What follows belongs to an exercise in optimizing a design on an open flow for small area; a production flow would make more cautious choices. The RTL was checked by simulation tests, not by an equivalence proof against the original design.

--- design/flow/design.v ---
module CC(
           clk,
           rst_n,
           in_valid,
           mode,
           xi,
           yi,
           out_valid,
           xo,
           yo
       );
input               clk, rst_n, in_valid;
input       [1:0]   mode;
input       [7:0]   xi, yi;
output reg          out_valid;
output reg  [7:0]   xo, yo;
localparam  DIV_LENGTH   = 8;
localparam  DATA_WIDTH   = 8;
localparam  DIV_IN   = 18;
parameter   MULTS_INPUT = 9;
parameter   MULTS_OUT = 17;
localparam R_SQR_BITS = 13;
localparam D_SQR_BITS = 24;
localparam ABS_RESULT_BITS = 17;
localparam CROSS_ADD_BITS = 18;
localparam AB_SQR_BITS = 13;
reg[2:0] currentState, nextState;
localparam IDLE                     = 3'd0;
localparam RD_DATA                  = 3'd1;
localparam OUT_FIRST_POINT          = 3'd2;
localparam MODE0                    = 3'd3;
localparam MODE1                    = 3'd4;
localparam MODE2                    = 3'd5;
wire state_IDLE                      = currentState == IDLE;
wire state_RD_DATA                   = currentState == RD_DATA;
wire state_OUTPUT_FIRST_POINT        = currentState == OUT_FIRST_POINT;
wire state_MODE0                     = currentState == MODE0;
wire state_MODE1                     = currentState == MODE1;
wire state_MODE2                     = currentState == MODE2;
reg signed[DATA_WIDTH-1:0] a1,a2,b1,b2,c1,c2,d1,d2;
reg signed[5:0] a1_m1,a2_m1,b1_m1,b2_m1,c1_m1,c2_m1,d1_m1,d2_m1;
reg signed[DATA_WIDTH-1:0] xul,xur,xdl,xdr;
reg signed[DATA_WIDTH-1:0] xr,xl,xr_ff;
reg signed[DATA_WIDTH-1:0] yu,yd;
reg signed[DATA_WIDTH-1:0] x_ff[0:3];
reg signed[DATA_WIDTH-1:0] y_ff[0:3];
reg signed[7:0] x_ptr,y_ptr;
reg rd_data_done_d;
reg[1:0] mode1_result;
reg[DATA_WIDTH*2-1:0] mode2_result;
reg[1:0] mode_ff;
localparam MODE0_DIV_IN0 = 16;
localparam MODE0_DIV_IN1 = 8;
localparam MODE0_DIV_LENGTH = 8;
localparam MODE0_MULT0_IN0 = 9;
localparam MODE0_MULT0_IN1 = 9;
localparam MODE0_MULT0_LENGTH = 17;
localparam MODE1_MULT0_IN0 = 9;
localparam MODE1_MULT0_IN1 = 9;
localparam MODE1_MULT0_LENGTH = 17;
reg signed[MODE0_MULT0_IN0-1:0]   mode0_mult0_in0;
reg signed[MODE0_MULT0_IN1-1:0]   mode0_mult0_in1;
wire signed[MODE0_MULT0_LENGTH-1:0] mode0_mult0_out;
reg signed[MODE1_MULT0_IN0-1:0]   mode1_mult0_in0;
reg signed[MODE1_MULT0_IN1-1:0]   mode1_mult0_in1;
wire signed[MODE1_MULT0_LENGTH-1:0] mode1_mult0_out;
reg xul_gt_xdl;
reg xur_gt_xdr;
reg signed[DATA_WIDTH:0] xul_xdl_sub;
reg signed[DATA_WIDTH:0] xdr_xur_sub;
reg signed[DATA_WIDTH:0] yu_sub_yd;
reg signed[DATA_WIDTH:0] xdl_sub_xul;
reg signed[DATA_WIDTH:0] xur_sub_xdr;
reg[AB_SQR_BITS-1:0] ab_sqr;
reg signed[AB_SQR_BITS-1:0] ab_sqr_ff;
reg signed[12:0]  d_sqr_first_term_ff;
reg [R_SQR_BITS-1:0] r_square;
reg [D_SQR_BITS-1:0] d_square;
reg [ABS_RESULT_BITS-1:0] abs_result;
reg signed[CROSS_ADD_BITS-1:0] cross_add;
reg [MODE0_DIV_IN0-1:0]   mode0_div0_in0;
reg [MODE0_DIV_IN1-1:0]   mode0_div0_in1;
wire [MODE0_DIV_LENGTH-1:0] mode0_div0_out;
wire read_done_f                = y_ptr == 3;
wire rendering_done_f           = y_ptr == yu & x_ptr == xur;
reg  right_bound_reach_d;
wire right_bound_reach_f        =  ~right_bound_reach_d && x_ptr == xr_ff;
always @(posedge clk or negedge rst_n)
begin
    if(~rst_n)
    begin
        right_bound_reach_d <= 0 ;
    end
    else
    begin
        right_bound_reach_d <= state_MODE0 ? right_bound_reach_f : 1'b0;
    end
end
always @(posedge clk or negedge rst_n)
begin
    if(~rst_n)
    begin
        currentState <= IDLE;
    end
    else
    begin
        currentState <= nextState;
    end
end
always @(*)
begin: NXT_STATE
    nextState = currentState;
    case (currentState)
        IDLE:
        begin
            nextState            = in_valid ? RD_DATA : IDLE;
        end
        RD_DATA :
        begin
            if(read_done_f)
            begin
                case(mode_ff)
                    'd0:
                    begin
                        nextState = (mode_ff == 0) ? OUT_FIRST_POINT: currentState;
                    end
                    'd1:
                    begin
                        nextState = (mode_ff == 1) ? MODE1: currentState;
                    end
                    'd2:
                    begin
                        nextState = (mode_ff == 2) ? MODE2: currentState;
                    end
                endcase
            end
        end
        OUT_FIRST_POINT:
        begin
            nextState = MODE0;
        end
        MODE0:
        begin
            if(rendering_done_f)
            begin
                nextState = IDLE;
            end
        end
        MODE1:
        begin
            nextState            = IDLE;
        end
        MODE2:
        begin
            nextState            = IDLE;
        end
    endcase
end
wire read_data = state_RD_DATA || state_IDLE;
always @(posedge clk)
begin
    if(read_data)
    begin
        if(in_valid)
        begin
            mode_ff <= mode;
            x_ff[y_ptr] <= xi;
            y_ff[y_ptr] <= yi;
        end
    end
end
always @(*)
begin
    xul = x_ff[0];
    xur = x_ff[1];
    xdl = x_ff[2];
    xdr = x_ff[3];
    yu = y_ff[0];
    yd = y_ff[2];
    a1 = x_ff[0];
    a2 = y_ff[0];
    b1 = x_ff[1];
    b2 = y_ff[1];
    c1 = x_ff[2];
    c2 = y_ff[2];
    d1 = x_ff[3];
    d2 = y_ff[3];
    a1_m1 = x_ff[0];
    a2_m1 = y_ff[0];
    b1_m1 = x_ff[1];
    b2_m1 = y_ff[1];
    c1_m1 = x_ff[2];
    c2_m1 = y_ff[2];
    d1_m1 = x_ff[3];
    d2_m1 = y_ff[3];
end
always @(posedge clk or negedge rst_n)
begin
    if(~rst_n)
    begin
        x_ptr <= 0;
        y_ptr <= 0;
        xr_ff <= 0;
    end
    else if(state_RD_DATA || state_IDLE)
    begin
        if(read_done_f)
        begin
            y_ptr <= 0;
        end
        else if(in_valid)
        begin
            y_ptr <= y_ptr + 1;
        end
        case(y_ptr)
            'd2:
                ab_sqr_ff           <= mode0_mult0_out - mode1_mult0_out;
            'd3:
                d_sqr_first_term_ff <= mode0_mult0_out - mode1_mult0_out;
        endcase
    end
    else
    begin
        case({state_OUTPUT_FIRST_POINT,state_MODE0})
            2'b10:
            begin
                x_ptr <= xdl + 1;
                y_ptr <= yd;
                xr_ff <= xdr;
            end
            2'b01:
            begin
                x_ptr <= ~right_bound_reach_d & right_bound_reach_f ? xl        : x_ptr + 1;
                y_ptr <= rendering_done_f ? 0 : (right_bound_reach_f ? y_ptr + 1 : y_ptr);
                xr_ff <= right_bound_reach_d ? xr        : xr_ff;
            end
            default:
            begin
                x_ptr <= x_ptr;
                y_ptr <= y_ptr;
            end
        endcase
    end
end
assign mode0_div0_out  = mode0_div0_in0 / mode0_div0_in1;
assign mode0_mult0_out = mode0_mult0_in0 * mode0_mult0_in1;
assign mode1_mult0_out = mode1_mult0_in0 * mode1_mult0_in1;
always @(*)
begin
    d_square     = 0;
    r_square     = 0;
    mode1_result = 0;
    cross_add    = 0;
    abs_result   = 0;
    mode2_result = 0;
    xl           = 0;
    xr           = 0;
    ab_sqr       = 0;
    mode0_div0_in0 = 0;
    mode0_div0_in1 = 1;
    mode0_mult0_in0 = 0;
    mode0_mult0_in1 = 0;
    mode1_mult0_in0 = 0;
    mode1_mult0_in1 = 0;
    xul_gt_xdl  = 0;
    xur_gt_xdr  = 0;
    yu_sub_yd   = 0;
    xul_xdl_sub = 0;
    xdr_xur_sub = 0;
    xdl_sub_xul    = 0;
    xur_sub_xdr    = 0;
    if(state_RD_DATA)
    begin
        case(y_ptr)
            'd2:
            begin
                mode0_mult0_in0 = a2_m1 - b2_m1;
                mode0_mult0_in1 = a2_m1 - b2_m1;
                mode1_mult0_in0 = a1_m1 - b1_m1;
                mode1_mult0_in1 = b1_m1 - a1_m1;
            end
            'd3:
            begin
                mode0_mult0_in0 = a2_m1 - b2_m1;
                mode0_mult0_in1 = c1_m1 - a1_m1;
                mode1_mult0_in0 = b1_m1 - a1_m1;
                mode1_mult0_in1 = a2_m1 - c2_m1;
            end
        endcase
    end
    else
    begin
        case({state_MODE0,state_MODE1,state_MODE2})
            3'b100:
            begin
                xul_gt_xdl  = (xul >= xdl);
                xur_gt_xdr  = (xur >= xdr);
                yu_sub_yd   = yu - yd;
                xul_xdl_sub = xul-xdl;
                xdr_xur_sub = xdr-xur;
                xdl_sub_xul    = xdl-xul;
                xur_sub_xdr    = xur-xdr;
                mode0_div0_in1 = yu_sub_yd;
                if(~right_bound_reach_d)
                begin
                    if(xul_gt_xdl == 1)
                    begin
                        mode0_mult0_in1 = xul_xdl_sub;
                        if(right_bound_reach_f)
                        begin
                            mode0_mult0_in0 = (y_ptr-yd)+1;
                            mode0_div0_in0 = $unsigned(mode0_mult0_out);
                            xl = xdl + $signed(mode0_div0_out);
                        end
                        else
                        begin
                            mode0_mult0_in0 = y_ptr-yd;
                            mode0_div0_in0 = $unsigned(mode0_mult0_out);
                            xl = xdl + $signed(mode0_div0_out);
                        end
                    end
                    else
                    begin
                        mode0_mult0_in1 = xdl_sub_xul;
                        if(right_bound_reach_f)
                        begin
                            mode0_mult0_in0 = (yu-y_ptr)-1 ;
                            mode0_div0_in0 = $unsigned(mode0_mult0_out);
                            xl = xul + $signed(mode0_div0_out);
                        end
                        else
                        begin
                            mode0_mult0_in0 = (yu-y_ptr);
                            mode0_div0_in0 = $unsigned(mode0_mult0_out);
                            xl = xul + $signed(mode0_div0_out);
                        end
                    end
                end
                else
                begin
                    if(xur_gt_xdr == 1)
                    begin
                        mode0_mult0_in1 = xur_sub_xdr;
                        if(right_bound_reach_f)
                        begin
                            mode0_mult0_in0 = (y_ptr-yd)+1;
                            mode0_div0_in0 = $unsigned(mode0_mult0_out);
                            xr = xdr + $signed(mode0_div0_out);
                        end
                        else
                        begin
                            mode0_mult0_in0 = (y_ptr-yd);
                            mode0_div0_in0 = $unsigned(mode0_mult0_out);
                            xr = xdr + $signed(mode0_div0_out);
                        end
                    end
                    else
                    begin
                        mode0_mult0_in1 = xdr_xur_sub;
                        if(right_bound_reach_f)
                        begin
                            mode0_mult0_in0 = (yu-y_ptr)-1;
                            mode0_div0_in0 = $unsigned(mode0_mult0_out);
                            xr = xur + $signed(mode0_div0_out);
                        end
                        else
                        begin
                            mode0_mult0_in0 = (yu-y_ptr);
                            mode0_div0_in0 = $unsigned(mode0_mult0_out);
                            xr = xur + $signed(mode0_div0_out);
                        end
                    end
                end
            end
            3'b010:
            begin
                mode0_mult0_in0 = d1_m1-c1_m1;
                mode0_mult0_in1 = d1_m1-c1_m1;
                mode1_mult0_in0 = c2_m1-d2_m1;
                mode1_mult0_in1 = d2_m1-c2_m1;
                d_square = (d_sqr_first_term_ff) * (d_sqr_first_term_ff);
                r_square = (mode0_mult0_out) - (mode1_mult0_out);
                ab_sqr = ab_sqr_ff;
                if (d_square > $unsigned(r_square) * $unsigned(ab_sqr))
                begin
                    mode1_result = 0;
                end
                else if(d_square < $unsigned(r_square) * $unsigned(ab_sqr))
                begin
                    mode1_result = 1;
                end
                else
                begin
                    mode1_result = 2;
                end
            end
            3'b001:
            begin
                mode0_mult0_in0 = c1-a1;
                mode0_mult0_in1 = d2-b2;
                mode1_mult0_in0 = c2-a2;
                mode1_mult0_in1 = b1-d1;
                cross_add =  (mode0_mult0_out) + (mode1_mult0_out);
                if( cross_add >= 0)
                begin
                    abs_result = cross_add;
                end
                else
                begin
                    abs_result = ~cross_add + 1;
                end
                mode2_result = abs_result/2;
            end
        endcase
    end
end
always @(posedge clk or negedge rst_n)
begin
    if(~rst_n)
    begin
        out_valid <= 0;
        xo        <= 0;
        yo        <= 0;
    end
    else if(state_IDLE || state_RD_DATA)
    begin
        out_valid <= 0;
        xo        <= 0;
        yo        <= 0;
    end
    else if(state_MODE0 || state_OUTPUT_FIRST_POINT)
    begin
        out_valid <= 1;
        case({state_OUTPUT_FIRST_POINT,state_MODE0})
            2'b10:
            begin
                xo <= xdl;
                yo <= yd;
            end
            2'b01:
            begin
                xo <= x_ptr;
                yo <= y_ptr;
            end
            default:
            begin
                xo <= xo;
                yo <= yo;
            end
        endcase
    end
    else if(state_MODE1 || state_MODE2)
    begin
        if(state_MODE1)
        begin
            out_valid <= 1;
            xo <= 0;
            yo <= mode1_result;
        end
        else
        begin
            out_valid <= 1;
            xo <= mode2_result[15:8];
            yo <= mode2_result[7:0];
        end
    end
    else
    begin
        out_valid <= 0;
        xo        <= 0;
        yo        <= 0;
    end
end
endmodule
--- design/flow/run.sh ---
#!/bin/bash
# synth_recipe.tcl (not shown) runs the flow's synth.tcl, then flattens the netlist and writes it again
# the make line also repeats each setting of config.mk as NAME=value (left out here)
make -C /OpenROAD-flow-scripts/flow DESIGN_CONFIG=/design/flow/config.mk WORK_HOME=/design/flow/orfs CLKGATE_MAP_FILE= SYNTH_SCRIPT=/design/flow/synth_recipe.tcl finish
--- design/flow/config.mk ---
export PLATFORM = sky130hd
export DESIGN_NAME = CC
export DESIGN_NICKNAME = CC
export VERILOG_FILES = /design/flow/design.v
export SDC_FILE = /design/flow/constraint.sdc
export NUM_CORES = 4
export LEC_CHECK = 0
export CAP_MARGIN = 20
export CORE_MARGIN = 2
export CORE_UTILIZATION = 40
export PLACE_DENSITY = 0.6
export SLEW_MARGIN = 20
--- design/flow/constraint.sdc ---
create_clock -name core_clock -period 50.0 [get_ports {clk}]
set_input_delay 10.0000 -clock core_clock [delete_from_list [all_inputs] [get_ports {clk}]]
set_output_delay 10.0000 -clock core_clock [all_outputs]
set_load 0.01 [all_outputs]
==> summary.txt <==
## flip-flops by register name, summed over array words and instances (netlist names)
register / flops
ab_sqr_ff: 13
currentState: 3
d_sqr_first_term_ff: 13
mode_ff: 2
out_valid: 1
right_bound_reach_d: 1
x_ff: 32
x_ptr: 8
xo: 8
xr_ff: 8
y_ff: 32
y_ptr: 8
yo: 8
## logic make-up after synthesis
logic type	synth area share
AND/OR/NAND/NOR	0.154
adder cells (fa/ha/maj)	0.407
AO/OA/AOI/OAI	0.153
buffers and inverters	0.0835
XOR/XNOR	0.0707
flip-flops	0.109
multiplexers	0.0217
other	0.000105
## worst max-delay path by stage
stage | depth (start not counted) | from | end | slack (ps)
global route | 203 | x_ff[1][1] | x_ptr[7] | 1180
CTS | 204 | x_ff[1][1] | x_ptr[7] | 5620
global placement | 204 | x_ff[1][1] | x_ptr[7] | 6770
detailed placement | 204 | x_ff[1][1] | x_ptr[7] | 5750
floorplan | 214 | x_ff[1][1] | x_ptr[7] | 10810
finish | 204 | x_ff[1][1] | x_ptr[7] | 5360
## final cells by class
class / instances / area, µm² / area share
flip-flops and latches: 137 / 3890 / 0.103
clock buffers: 17 / 425 / 0.0113
clock inverters: 15 / 178 / 0.00470
well taps: 1165 / 1460 / 0.0386
repair buffers: 75 / 651 / 0.0172
inverters: 653 / 2450 / 0.0649
multi-input cells: 3256 / 28700 / 0.760
diodes: 1 / 2.50 / 0.0000662
## metal layers
layer  track usage  vias up
met5             0        -
met4        0.0896        2
met3        0.0274      155
met2         0.374      763
met1         0.300    13841
li1              -    13806
## Yosys cell counts (all sizes together), types with 19 or more instances
library cell,number
buf,19
inv,653
nand4,26
nand2,407
o211ai,33
mux2i,40
edfxtp,92
xor2,74
o21ai,191
nor3,73
o31ai,19
and2,137
a21oi,247
a21o,88
nand2b,59
and3,25
o21a,54
nand3,41
clkbuf,111
o22ai,21
fa,414
xnor2,213
a31oi,23
mux2,31
o21bai,50
ha,495
nor2,243
dfrtp,45
nor2b,51
## per-stage QoR
step / instance area, µm² / worst slack (ps) / hold WS (ps)
after floorplan: 35600 / 10810 / 501
after detailed placement: 37200 / 5750 / 525
after global placement: 37200 / 6770 / 512
after CTS: 37800 / 5620 / 540
final: 37800 / 5360 / 536
after global routing: 37800 / 1180 / 570
==> summary.txt <==
Via count: 28567
Crit Reg-Reg Endpoint: x_ptr[7]
Via density: 5.37
CP max stage cell: a2111oi_1
Sequential fraction of the synthesis area: 0.109
Ys Warns: 1
Die area: 0.0913 mm²
CP Capture Type: flip-flop
Ys async rst share: 0.328
Met2 wire length: 46600 µm
Buf/Inv on CP: 13
Area share of the largest cell type after synthesis: 0.233
WL/cell: 19.0 µm
Crit path top cell by count: o21a_1
IO buf count: 37
Fin cells: 5319
Hold-fix buffers, CTS: 0
RD Place Congestion: 0.992
CTS tree: done
Initial core utilization: 0.403
GR Util All Layers: 0.226
Crit-path max cell delay: 760 ps
Max_cap viols: 0
Die Y: 302 µm
DR WL met3: 5140 µm
Share of cells above drive strength 1: 0.0364
Worst clock skew: 32.8 ps
Commonest non-fill, non-tap cell in the layout: inv_1
Setup_tns: 0 ps
Critical path class: flip-flop to flip-flop
Crit start category: flip-flop
Final cycle utilization of the critical path: 0.893
Hpwl dp: 84000 µm
Syn Inst Count: 4176
Worst flop-to-flop path startpoint: x_ff[1][1]
Netlist Area Pre-Place: 0.0356 mm²
Slew HR: 0.232
EDFF count, synth: 92
FF+latch count, synth: 137
Root buffer cell: clkbuf_16
Cell variety after synth: 98
Core Util, Final: 0.428
Area growth syn-to-layout: 6.25%
Hold Path Cell Cnt: 1
Max Root-Sink Buffers: 2
CTS Buf Count: 17
Post-detailed-route count of antenna-violating nets: 0
Top cells by area, synth: fa_1, ha_1, edfxtp_1
Post-CTS Resized: 0
Final Slew Violations: 0
CTS H-Tree Depth: 4
# IOs: 38
RSZ-0062 raised after global routing: no
R2r worst-path depth: 204
Clock sink count: 137
Grt ovf: 0
Status: no timing/DRC/antenna violations
Row count: 109
Hold_sp: xr_ff[1]
Drt first pass iters: 5
CP delay by family, top: compound AO/OA/AOI/OAI gates
Endpoint, Worst Hold: xr_ff[1]
Average size of a mapped cell: 8.52 µm²
Placed cells: 5286
Clock Latency Late Sink: 490 ps
Fillers: 8831
Worst hold path class: flip-flop to flip-flop
Iteration-0 DRC count of the detailed router: 1917
Final Hold Violating Endpoints: 0
Syn Nets: 5106
Largest net degree at the start of global routing: 48
Crit-path max FO: 28
First-pass GRT wire length: 161000 µm
WP data required: 50350 ps
Vias in the first global route: 28913
# nets final: 5070
Die W: 302 µm
Worst slew pin tran: 1140 ps
Arr. time, crit path: 45000 ps
Most frequent cells in the layout: inv_1, ha_1, fa_1
Final setup fails: 0
DR top layer: met5
Final wirelength: 101000 µm
Drc violations: 0
Clock Pin Slew Worst Setup and Hold Paths: 80 ps
Area leader, netlist: fa_1
Worst reg2reg setup slack: 5360 ps
Initial antenna violation count: 1
Ys flop type: edfxtp_1
Period minus WS final: 44640 ps
Post-CTS Setup Bufs: 0
Fmax: 22.4 MHz
Met1 Wirelength: 44900 µm
Core region area: 0.0882 mm²

## afterwards: timing with drivers on the ports
No port has a modelled driver above. Below, the same layout with a new extraction and two added sets of constraints. Step 1 sets driving cells, clkbuf_16 on the clock port and buf_2 on the other inputs (assumed; they add their load-dependent delay and slew). Step 2 also shifts input and output timing later by t, the mid clock arrival at the registers, as if the neighbouring blocks saw the same clock. a / b / c = ideal ports / drivers / drivers and shift; a / b = the first two.
t, ns: 0.542
setup WS [ns]: 5.358 / 5.358 / 5.358
hold WS [ns]: 0.536 / 0.536 / 0.536
worst register clock-pin slew, ns: 0.08 / 0.08
cell pins on the clock port's net: 1
After both steps this run still meets setup and hold. The setup slack of this run moves by 0.000 ns with the drivers and by 0.000 ns with both steps.
